This design comes from an exercise in tuning for small area on the open sky130 flow, not from production work. The RTL was checked by simulation tests, not by an equivalence proof against the original design. Power and IR drop assume default switching activity.

Setup of run A:
Design cpsd_top, start of the top module:
module cpsd_top
  #(parameter DATA_WIDTH = 16)
  (
    input rstn,
    input en,
    input clk,
    input start,
    input [DATA_WIDTH - 1 : 0] xin,
    input [DATA_WIDTH - 1 : 0] max,
    input qrs,
    output normal,
    output AF,
    output VF,
    output [DATA_WIDTH - 1 : 0] cpsd
  );
Size in the first run: roughly 2900 cells after synthesis, about 56 I/O pins.
export LEC_CHECK = 0
export ABC_AREA = 1
export CAP_MARGIN = 20
export CORE_MARGIN = 2
export CORE_UTILIZATION = 55
export CTS_BUF_LIST = sky130_fd_sc_hd__clkbuf_8
export CTS_CLUSTER_DIAMETER = 60
export CTS_CLUSTER_SIZE = 16
export PLACE_DENSITY = 0.65
export SLEW_MARGIN = 20
create_clock -name core_clock -period 120.0 [get_ports {clk}]
standard.sh (not shown) runs the stock make flow with config.mk's settings and CLKGATE_MAP_FILE= SYNTH_SCRIPT=/design/flow/synth_recipe.tcl, a recipe that flattens the netlist after the stock synthesis.
==> flow/flow/run.sh <==
#!/bin/bash
# Own layout flow: the standard flow (standard.sh) with three changes.
#  1. Technology mapping: ABC maps the logic with an area-oriented script
#     (flow/abc_map.script) instead of the default one. Everything before
#     that step is the standard synthesis, so the registers are the same.
#  2. Clock tree: leaf clusters of up to 16 sinks driven by clkbuf_8, and no
#     dummy loads.
#  3. Port buffers: buf_1 instead of the default delay buffer.
# Each tool's output goes to its own log: flow_make.log (make), and ORFS's
# per-step logs under orfs/logs.
set -euo pipefail
W=$(pwd)
ORIG=$(grep -o 'SYNTH_SCRIPT=[^ ]*' standard.sh | head -1 | cut -d= -f2 | tr -d "'")
cat > "$W/own_synth.tcl" <<EOF
proc abc {args} {
  set i [lsearch -exact \$args -script]
  if {\$i >= 0} { lset args [expr {\$i + 1}] $W/flow/abc_map.script }
  yosys abc {*}\$args
}
source $ORIG
EOF
bash standard.sh \
  "SYNTH_SCRIPT=$W/own_synth.tcl" \
  "CTS_ARGS=-sink_clustering_enable -repair_clock_nets -sink_clustering_size 16 -sink_clustering_max_diameter 60 -buf_list sky130_fd_sc_hd__clkbuf_8 -dont_use_dummy_load" \
  "BUFFER_PORTS_ARGS=-buffer_cell sky130_fd_sc_hd__buf_1" \
  finish > "$W/flow_make.log" 2>&1
==> flow/flow/abc_map.script <==
strash
dc2
dc2
&get -n
&dch -f
&nf -a -R 1000
&put
Run A ran to completion and came out clean on the timing, design-rule and antenna checks.
Relative to run A, the following input files were edited for run B:
==> flow/run.sh (new file) <==
#!/bin/bash
# synth_recipe.tcl (not shown) runs the flow's synth.tcl, then flattens the netlist and writes it again
# the make line also repeats each setting of config.mk as NAME=value (left out here)
make -C /OpenROAD-flow-scripts/flow DESIGN_CONFIG=/design/flow/config.mk WORK_HOME=/design/flow/orfs CLKGATE_MAP_FILE= SYNTH_SCRIPT=/design/flow/synth_recipe.tcl finish
removed: flow/flow/run.sh
removed: flow/flow/abc_map.script
removed: flow/standard.sh
- Cmp run A and run B / number of vias per cell / lower: run B
- Run B falls short of run A in synthesized area.
- Delta (run B minus run A): minimum hold slack now sits higher, max-slew violation count essentially unchanged.
- Summary — fraction of area in multi-input gates, run B relative to run A: higher, by 1.4 points.
- Top routing layer in use: met4 -> run A, met5 -> run B
- The relative area change from synthesis to final layout of run B exceeds that of run A by 0.77 points.
- Sort run A and run B by total of plain and repair buffers excluding clock buffers asc -> top: run B
- Of the two candidates, run A has the better overall power and run B the worse one.
Input changes introduced in run C (baseline for comparison: run B):
==> flow/flow/run.sh (new file) <==
#!/bin/bash
# Own layout flow: the standard flow (standard.sh) with three changes.
#  1. Technology mapping: ABC maps the logic with an area-oriented script
#     (flow/abc_map.script) instead of the default one. Everything before
#     that step is the standard synthesis, so the registers are the same.
#  2. Clock tree: leaf clusters of up to 16 sinks driven by clkbuf_8, and no
#     dummy loads.
#  3. Port buffers: buf_1 instead of the default delay buffer.
#  4. No separate full/half-adder extraction before ABC (ADDER_MAP_FILE
#     empty): ABC maps the adders with the rest of the logic.
# Each tool's output goes to its own log: flow_make.log (make), and ORFS's
# per-step logs under orfs/logs.
set -euo pipefail
W=$(pwd)
ORIG=$(grep -o 'SYNTH_SCRIPT=[^ ]*' standard.sh | head -1 | cut -d= -f2 | tr -d "'")
cat > "$W/own_synth.tcl" <<EOF
proc abc {args} {
  set i [lsearch -exact \$args -script]
  if {\$i >= 0} { lset args [expr {\$i + 1}] $W/flow/abc_map.script }
  yosys abc {*}\$args
}
source $ORIG
EOF
bash standard.sh \
  "SYNTH_SCRIPT=$W/own_synth.tcl" \
  "CTS_ARGS=-sink_clustering_enable -repair_clock_nets -sink_clustering_size 16 -sink_clustering_max_diameter 60 -buf_list sky130_fd_sc_hd__clkbuf_8 -dont_use_dummy_load" \
  "BUFFER_PORTS_ARGS=-buffer_cell sky130_fd_sc_hd__buf_1" \
  "ADDER_MAP_FILE=" \
  finish > "$W/flow_make.log" 2>&1
==> flow/flow/abc_map.script (new file) <==
strash
dc2
dc2
&get -n
&dch -f
&nf -a -R 1000
&put
==> flow/standard.sh (new file) <==
#!/bin/bash
# synth_recipe.tcl (not shown) runs the flow's synth.tcl, then flattens the netlist and writes it again
# the make line also repeats each setting of config.mk as NAME=value (left out here)
make -C /OpenROAD-flow-scripts/flow DESIGN_CONFIG=/design/flow/config.mk WORK_HOME=/design/flow/orfs CLKGATE_MAP_FILE= SYNTH_SCRIPT=/design/flow/synth_recipe.tcl "${@:-finish}"
removed: flow/run.sh
## What came out
- Higher met1 capacity usage during global routing among run C and run B: run C
- Summary — share of the clock period used by the worst path, run C relative to run B: lower, by 0.42 points.
- The sequential share of layout area number comes out lower for run B vs run C.
- Worst hold slack in run C is 3.8 ps lower than in run B
- Compared with run B, wire length of the first global-routing pass in run C increased by more than 10%.
- Run C against run B; final area is down by a few percent.


## north
Another version of the RTL of cpsd_top (not shown whole).
Size: about 1,500 flip-flops, roughly 56 I/O pins, about 54,000 µm² of cells after synthesis.
clock: 120.0 ns
lec_check: 0
abc_area: 1
cap_margin: 20
core_margin: 2
core_utilization: 55
cts_buf_list: sky130_fd_sc_hd__clkbuf_8
cts_cluster_diameter: 60
cts_cluster_size: 16
place_density: 0.65
slew_margin: 20
==> flow/flow/run.sh <==
#!/bin/bash
# Own layout flow: the standard flow (standard.sh) with three changes.
#  1. Technology mapping: ABC maps the logic with an area-oriented script
#     (flow/abc_map.script) instead of the default one. Everything before
#     that step is the standard synthesis, so the registers are the same.
#  2. Clock tree: leaf clusters of up to 16 sinks driven by clkbuf_8, and no
#     dummy loads.
#  3. Port buffers: buf_1 instead of the default delay buffer.
#  4. No separate full/half-adder extraction before ABC (ADDER_MAP_FILE
#     empty): ABC maps the adders with the rest of the logic.
# Each tool's output goes to its own log: flow_make.log (make), and ORFS's
# per-step logs under orfs/logs.
set -euo pipefail
W=$(pwd)
ORIG=$(grep -o 'SYNTH_SCRIPT=[^ ]*' standard.sh | head -1 | cut -d= -f2 | tr -d "'")
cat > "$W/own_synth.tcl" <<EOF
proc abc {args} {
  set i [lsearch -exact \$args -script]
  if {\$i >= 0} { lset args [expr {\$i + 1}] $W/flow/abc_map.script }
  yosys abc {*}\$args
}
source $ORIG
EOF
bash standard.sh \
  "SYNTH_SCRIPT=$W/own_synth.tcl" \
  "CTS_ARGS=-sink_clustering_enable -repair_clock_nets -sink_clustering_size 16 -sink_clustering_max_diameter 60 -buf_list sky130_fd_sc_hd__clkbuf_8 -dont_use_dummy_load" \
  "BUFFER_PORTS_ARGS=-buffer_cell sky130_fd_sc_hd__buf_1" \
  "ADDER_MAP_FILE=" \
  finish > "$W/flow_make.log" 2>&1
==> flow/flow/abc_map.script <==
strash
dc2
dc2
&get -n
&dch -f
&nf -a -R 1000
&put
topo
stime -c
buffer -c
upsize -c
dnsize -c
north finished every step from synthesis to the final layout, and the layout passed the timing, design-rule and antenna checks.
Here is what was changed in the inputs of south compared with north.
- swapping 55 for 48 in CORE_UTILIZATION
- swapping 0.65 for 0.6 in PLACE_DENSITY
==> flow/flow/abc_map.script <==
strash
dc2
dc2
&get -n
&dch -f
&nf -a -R 1000
&put
[summary]
Every run in the comparison, north and south, completed the flow with a clean layout. Going from north to south, the total wire length was found to have gone up by 1.1%. Area overhead of the layout relative to synthesis: south vs north up 1.5 points. south vs north: transition time of the tightest slew-check pin down in south. Changes observed in south relative to north: global routing met2 resource utilization went down 4.3 points, global-route usage went down 2.9 points.
Inputs modified between south and east:
- swapping 0.6 for 0.65 in PLACE_DENSITY
- swapping 48 for 55 in CORE_UTILIZATION
==> comparison <==
When east is set beside south, its number of placed cells counting well taps turns out to be 5.0% smaller.
Delta (east minus south): violation count after the first detailed-routing iteration +585, number of clock buffer instances in the layout -2.6%.
Summary of east over south: total wire length after detailed routing went down 2.9%, final setup slack of the worst path shows a reduction of 31 ps, global routing usage on met1 +4.6 points, non-clock buffer count now sits lower, count of non-CTS inverters in the layout did not really move.
Edits applied to the flow inputs when going from east to west:
- putting GPL_TIMING_DRIVEN at 0 where nothing was set
### Flow results
west: PASS, flow complete, no timing, DRC or antenna violations
~same via density per instance in west and east
west ended up with met4 as its topmost layer with routed signal wires; east ended up with met5.
Portion of total power attributed to combinational logic in west is 1.6 points above east.
[compare] base=east new=west: starting density of the core shows no meaningful change, maximum achievable frequency shows a reduction of 1.5%.
west vs. east: via count went up by 1.4%.
east vs west, launching element of the worst setup path: rstn vs en

[afterwards: timing with drivers on the ports]
The results above use ideal ports. As a check the final layouts listed here were re-extracted and re-timed, cells and wires unchanged. Step 1 assumes that a clkbuf_16 drives the clock port and a buf_2 every other input. Step 2 adds t to the input delays and takes it off the output delays; t is the mean of the earliest and latest rising clock arrival at the registers after step 1. Input paths then give back, and output paths get back, about the clock's delay inside the block. Slacks: ideal / step 1 / step 2; pairs: ideal / step 1.
run	t (ns)	slack for setup (ns)	worst data-port slew with drivers (ns)
run A	0.830	70.356 / 70.329 / 70.329	0.08
run B	0.855	70.217 / 70.197 / 70.197	0.05
run C	0.818	70.721 / 70.695 / 70.695	0.23
north	0.812	70.724 / 70.696 / 70.696	0.06
south	0.857	70.800 / 70.773 / 70.773	0.06
east	0.832	70.769 / 70.746 / 70.746	0.05
west	0.841	70.011 / 69.991 / 69.991	0.06
After both steps setup and hold are still met in every run listed. The setup slack of north, which loses most, moves by -0.028 ns with the drivers and by -0.028 ns with both steps.
